What follows belongs to an exercise in optimizing a design on an open flow for small area and a short achievable clock period; a production flow would make more cautious choices.
In this exercise RTL edits were held to simulation tests only and were not proved equivalent to the original.

==> quartz <==
Design conv_filter, start of the top module:
module conv_filter(input clk, input reset_n, input in_valid, input [3:0] select,
  input [391:0] red_in, input [391:0] green_in, input [391:0] blue_in,
  output reg out_valid, output reg [7:0] red_out, output reg [7:0] green_out, output reg [7:0] blue_out);
wire w0,w1,w2,w3,w4,w5,w6,w7,w8,w9,w10,w11,w12,w13,w14,w15,w16,w17,w18,w19,w20,w21,w22,w23;
wire w24,w25,w26,w27,w28,w29,w30,w31,w32,w33,w34,w35,w36,w37,w38,w39,w40,w41,w42,w43,w44,w45,w46,w47;
wire w48,w49,w50,w51,w52,w53,w54,w55,w56,w57,w58,w59,w60,w61,w62,w63,w64,w65,w66,w67,w68,w69,w70,w71;
wire w72,w73,w74,w75,w76,w77,w78,w79,w80,w81,w82,w83,w84,w85,w86,w87,w88,w89,w90,w91,w92,w93,w94,w95;
wire w96,w97,w98,w99,w100,w101,w102,w103,w104,w105,w106,w107,w108,w109,w110,w111,w112,w113,w114,w115,w116,w117,w118,w119;
wire w120,w121,w122,w123,w124,w125,w126,w127,w128,w129,w130,w131,w132,w133,w134,w135,w136,w137,w138,w139,w140,w141,w142,w143;
wire w144,w145,w146,w147,w148,w149,w150,w151,w152,w153,w154,w155,w156,w157,w158,w159,w160,w161,w162,w163,w164,w165,w166,w167;
wire w168,w169,w170,w171,w172,w173,w174,w175,w176,w177,w178,w179,w180,w181,w182,w183,w184,w185,w186,w187,w188,w189,w190,w191;
  ...
Settings: LEC_CHECK=0, CAP_MARGIN=20, CORE_MARGIN=2, CORE_UTILIZATION=40, SLEW_MARGIN=20, SYNTH_HIERARCHICAL=1, SYNTH_MINIMUM_KEEP_SIZE=0; clock period 85.0 ns.
standard.sh (not shown) runs the stock make flow with config.mk's settings and CLKGATE_MAP_FILE= SYNTH_SCRIPT=/design/flow/synth_recipe.tcl, a recipe that flattens the netlist after the stock synthesis.
==> flow/flow/run.sh <==
#!/bin/bash
# The standard layout (standard.sh: standard synthesis, floorplan, place, CTS, route),
# with one change: the buffers that buffer_ports puts on every input and output port are
# sky130_fd_sc_hd__buf_1 instead of the flow's default delay-buffer cell.
set -uo pipefail
export BUFFER_PORTS_ARGS="-buffer_cell sky130_fd_sc_hd__buf_1"
bash standard.sh > standard_flow.log 2>&1
status=$?
# each ORFS step's own log is under orfs/logs; copy them next to this flow's log
mkdir -p step_logs
cp -r orfs/logs/. step_logs/ 2>/dev/null || true
exit $status
==> zinc (differences from quartz) <==
--- a/flow/config.mk
+++ b/flow/config.mk
@@ -7,6 +7,8 @@
 export LEC_CHECK = 0
 export CAP_MARGIN = 20
-export CORE_MARGIN = 2
-export CORE_UTILIZATION = 40
+export CORE_AREA = 2 2.72 458 222.72
+export CTS_BUF_LIST = sky130_fd_sc_hd__clkbuf_4 sky130_fd_sc_hd__clkbuf_8
+export DIE_AREA = 0 0 460 225
+export PLACE_DENSITY = 0.7
 export SLEW_MARGIN = 20
 export SYNTH_HIERARCHICAL = 1
==> impl_metrics.sql <==
INSERT INTO impl_metrics (metric_group, metric, value, unit) VALUES
('global_routing', 'grtUsageMet2', '65.7', '%'),
('timing', 'timing.final.ws_setup', '65.56', 'ns'),
('timing', 'max_freq', '51.4', 'MHz'),
('finish', 'finish.instance_area', '62700', 'um2'),
('critical_path', 'worst-endpoint-arrival', '20.08', 'ns'),
('die', 'die_y', '225', 'um'),
('critical_path', 'timing.critical_path.cells', 'buf_1, fa_1, fa_1, fa_1, fa_1, fa_1', ''),
('die', 'die_area', '104000', 'um2'),
('critical_path', 'crit_path_start', 'red_in[221]', ''),
('place', 'place_area', '60900', 'um2'),
('finish', 'final_cells', '6559', ''),
('critical_path', 'reg2regPathDepth', '48', ''),
('status', 'outcome', 'finished clean', '');
That was zinc.
==> impl_metrics.sql <==
INSERT INTO impl_metrics (metric_group, metric, value, unit) VALUES
('timing', 'timing.final.ws_setup', '65.65', 'ns'),
('yosys', 'synth_seq_cells', '483', ''),
('critical_path', 'worst-endpoint-arrival', '19.90', 'ns'),
('status', 'outcome', 'finished clean', ''),
('critical_path', 'reg2regPathDepth', '41', ''),
('die', 'die_area', '141000', 'um2'),
('critical_path', 'crit_path_start', 'green_in[24]', ''),
('critical_path', 'timing.critical_path.cells', 'buf_1, fa_1, fa_1, fa_1, fa_1, ha_1, fa_1', ''),
('global_routing', 'grtUsageMet2', '48.2', '%'),
('die', 'die_y', '376', 'um'),
('place', 'place_area', '61500', 'um2'),
('finish', 'finish.instance_area', '63600', 'um2');
That was quartz.


==> nickel <==
Another version of the RTL of conv_filter (not shown whole).
==> flow/config.mk <==
export PLATFORM = sky130hd
export DESIGN_NAME = conv_filter
export DESIGN_NICKNAME = conv_filter
export VERILOG_FILES = /design/flow/design.v
export SDC_FILE = /design/flow/constraint.sdc
export NUM_CORES = 4
export LEC_CHECK = 0
export CAP_MARGIN = 20
export CORE_AREA = 2 2.72 458 222.72
export DIE_AREA = 0 0 460 225
export PLACE_DENSITY = 0.7
export SLEW_MARGIN = 20
export SYNTH_HIERARCHICAL = 1
export SYNTH_MINIMUM_KEEP_SIZE = 0
==> flow/constraint.sdc <==
create_clock -name core_clock -period 85.0 [get_ports {clk}]
set_input_delay 17.0000 -clock core_clock [delete_from_list [all_inputs] [get_ports {clk}]]
set_output_delay 17.0000 -clock core_clock [all_outputs]
set_load 0.01 [all_outputs]
Scripts as last shown in full above: flow/flow/run.sh
==> garnet: changes against nickel <==
- CORE_AREA: 2 2.72 458 222.72 -> not set
- CORE_MARGIN: not set -> 2
- CORE_UTILIZATION: not set -> 40
- DIE_AREA: 0 0 460 225 -> not set
- PLACE_DENSITY: 0.7 -> not set
==> flow_summary.rst <==
.. list-table::
   :header-rows: 1

   * - Metric
     - Value
   * - 1st-iter DRT viols
     - around 6300
   * - Critical path's slowest cell
     - buf_1
   * - Final critical-path setup slack
     - 65340 ps
   * - Outcome
     - finished clean
   * - Antenna diode instance count
     - ~120
   * - Headroom to the max-slew limit
     - 29.76%
   * - Count of nets after finishing
     - 8360
Source of the figures above: nickel

==> flow_summary.rst <==
.. list-table::
   :header-rows: 1

   * - Metric
     - Value
   * - Outcome
     - finished clean
   * - Count of nets after finishing
     - 8382
   * - Synthesized-area fraction occupied by xor and xnor cells
     - 0.07694%
   * - Final critical-path setup slack
     - 65310 ps
   * - 1st-iter DRT viols
     - a little over 5000
   * - Antenna diode instance count
     - 42
   * - Headroom to the max-slew limit
     - 22.81%
   * - Kind of critical path
     - input port to flip-flop
Source of the figures above: garnet



==> 08-28 <==
conv_filter, a different RTL version from the one above (not shown whole).
==> flow/config.mk <==
export PLATFORM = sky130hd
export DESIGN_NAME = conv_filter
export DESIGN_NICKNAME = conv_filter
export VERILOG_FILES = /design/flow/design.v
export SDC_FILE = /design/flow/constraint.sdc
export NUM_CORES = 4
export LEC_CHECK = 0
export CAP_MARGIN = 20
export CORE_AREA = 2 2.72 458 222.72
export CTS_BUF_LIST = sky130_fd_sc_hd__clkbuf_4 sky130_fd_sc_hd__clkbuf_8
export DIE_AREA = 0 0 460 225
export PLACE_DENSITY = 0.7
export SLEW_MARGIN = 20
export SYNTH_HIERARCHICAL = 1
export SYNTH_MINIMUM_KEEP_SIZE = 0
==> flow/constraint.sdc <==
create_clock -name core_clock -period 85.0 [get_ports {clk}]
set_input_delay 17.0000 -clock core_clock [delete_from_list [all_inputs] [get_ports {clk}]]
set_output_delay 17.0000 -clock core_clock [all_outputs]
set_load 0.01 [all_outputs]
Scripts as last shown in full above: flow/flow/run.sh
==> 06-19: changes against 08-28 <==
==> flow/flow/run.sh (replaced) <==
#!/bin/bash
# The standard layout (standard.sh: standard synthesis, floorplan, place, CTS, route),
# with two changes:
#  - the buffers that buffer_ports puts on every input and output port are
#    sky130_fd_sc_hd__buf_1 instead of the flow's default delay-buffer cell;
#  - clock tree synthesis runs without dummy loads (same arguments as the standard
#    cts.tcl, with the buffer list from config.mk, plus -dont_use_dummy_load).
set -uo pipefail
export BUFFER_PORTS_ARGS="-buffer_cell sky130_fd_sc_hd__buf_1"
export CTS_ARGS="-sink_clustering_enable -repair_clock_nets -buf_list {sky130_fd_sc_hd__clkbuf_4 sky130_fd_sc_hd__clkbuf_8} -dont_use_dummy_load"
bash standard.sh > standard_flow.log 2>&1
status=$?
# each ORFS step's own log is under orfs/logs; copy them next to this flow's log
mkdir -p step_logs
cp -r orfs/logs/. step_logs/ 2>/dev/null || true
exit $status
--- a/flow/config.mk
+++ b/flow/config.mk
@@ -7,8 +7,6 @@
 export LEC_CHECK = 0
 export CAP_MARGIN = 20
-export CORE_AREA = 2 2.72 458 222.72
-export CTS_BUF_LIST = sky130_fd_sc_hd__clkbuf_4 sky130_fd_sc_hd__clkbuf_8
-export DIE_AREA = 0 0 460 225
-export PLACE_DENSITY = 0.7
+export CORE_MARGIN = 2
+export CORE_UTILIZATION = 40
 export SLEW_MARGIN = 20
 export SYNTH_HIERARCHICAL = 1
==> 02-21: changes against 08-28 <==
--- a/flow/config.mk
+++ b/flow/config.mk
@@ -7,8 +7,6 @@
 export LEC_CHECK = 0
 export CAP_MARGIN = 20
-export CORE_AREA = 2 2.72 458 222.72
-export CTS_BUF_LIST = sky130_fd_sc_hd__clkbuf_4 sky130_fd_sc_hd__clkbuf_8
-export DIE_AREA = 0 0 460 225
-export PLACE_DENSITY = 0.7
+export CORE_MARGIN = 2
+export CORE_UTILIZATION = 40
 export SLEW_MARGIN = 20
 export SYNTH_HIERARCHICAL = 1
==> impl_metrics.toml <==
[outcome]
status = "no timing/DRC/antenna violations"

[finish]
buffers_excl_clock = 1276
diodes = 60
seq_share_pct = 15.72
register_area_um2 = 10040

[global_route]
grt_usage_pct = 38.99

[drt]
dr_total_vias = 40800
m1WireLength_um = 97070
vias_per_cell = 5.848

[critical_path]
crit_end = "r2_w1234$_DFF_P_"
-- figures above: 02-21

==> impl_metrics.toml <==
[drt]
m1WireLength_um = 77550
dr_total_vias = 40110
vias_per_cell = 6.174

[outcome]
status = "no timing/DRC/antenna violations"

[clock_network]
cts_hold_buf = 0
path_clk_slew_ps = 70
cts_max_level = 3

[finish]
diodes = 39
register_area_um2 = 10030
buffers_excl_clock = 1267

[global_route]
grt_usage_pct = 42.48

[critical_path]
reg2regPathDepth = 46
cp_max_fo = 1

[sta]
drv_slew = 0
-- figures above: 08-28

==> impl_metrics.toml <==
[drt]
m1WireLength_um = 95980
vias_per_cell = 5.846
dr_total_vias = 40780

[critical_path]
timing.rr.start = "sel2[3]$_DFF_P_"
crit_end = "r2_w1242$_DFF_P_"

[finish]
buffers_excl_clock = 1276
diodes = 75
seq_share_pct = 15.91

[floorplanning]
die_y_um = 375.4

[outcome]
status = "no timing/DRC/antenna violations"

[sta]
drv_slew = 0
-- figures above: 06-19

separate check: timing with driven ports:
How much do the figures lean on ideal ports? The routed layouts below were timed once more, with nothing changed but the port constraints. Step 1 assumes that a clkbuf_16 drives the clock port and a buf_2 every other input. Step 2 also shifts input and output timing later by t, the mid clock arrival at the registers, as if the neighbouring blocks saw the same clock. Three values: ideal ports, drivers, drivers and shift; two values: the first two.
run | t, ns | setup WS [ns] | worst setup path at the end
quartz | 0.750 | 65.655 / 65.668 / 64.919 | input to register
zinc | 0.861 | 65.555 / 65.602 / 64.741 | input to register
nickel | 0.678 | 65.337 / 65.354 / 64.676 | input to register
garnet | 0.753 | 65.311 / 65.335 / 64.582 | input to register
08-28 | 0.853 | 65.889 / 65.916 / 65.064 | input to register
06-19 | 0.828 | 65.512 / 65.564 / 64.736 | input to register
02-21 | 0.760 | 65.447 / 65.494 / 64.734 | input to register
After both steps every run listed still meets setup and hold. The setup slack of 08-28, which loses most, moves by +0.027 ns with the drivers and by -0.825 ns with both steps.
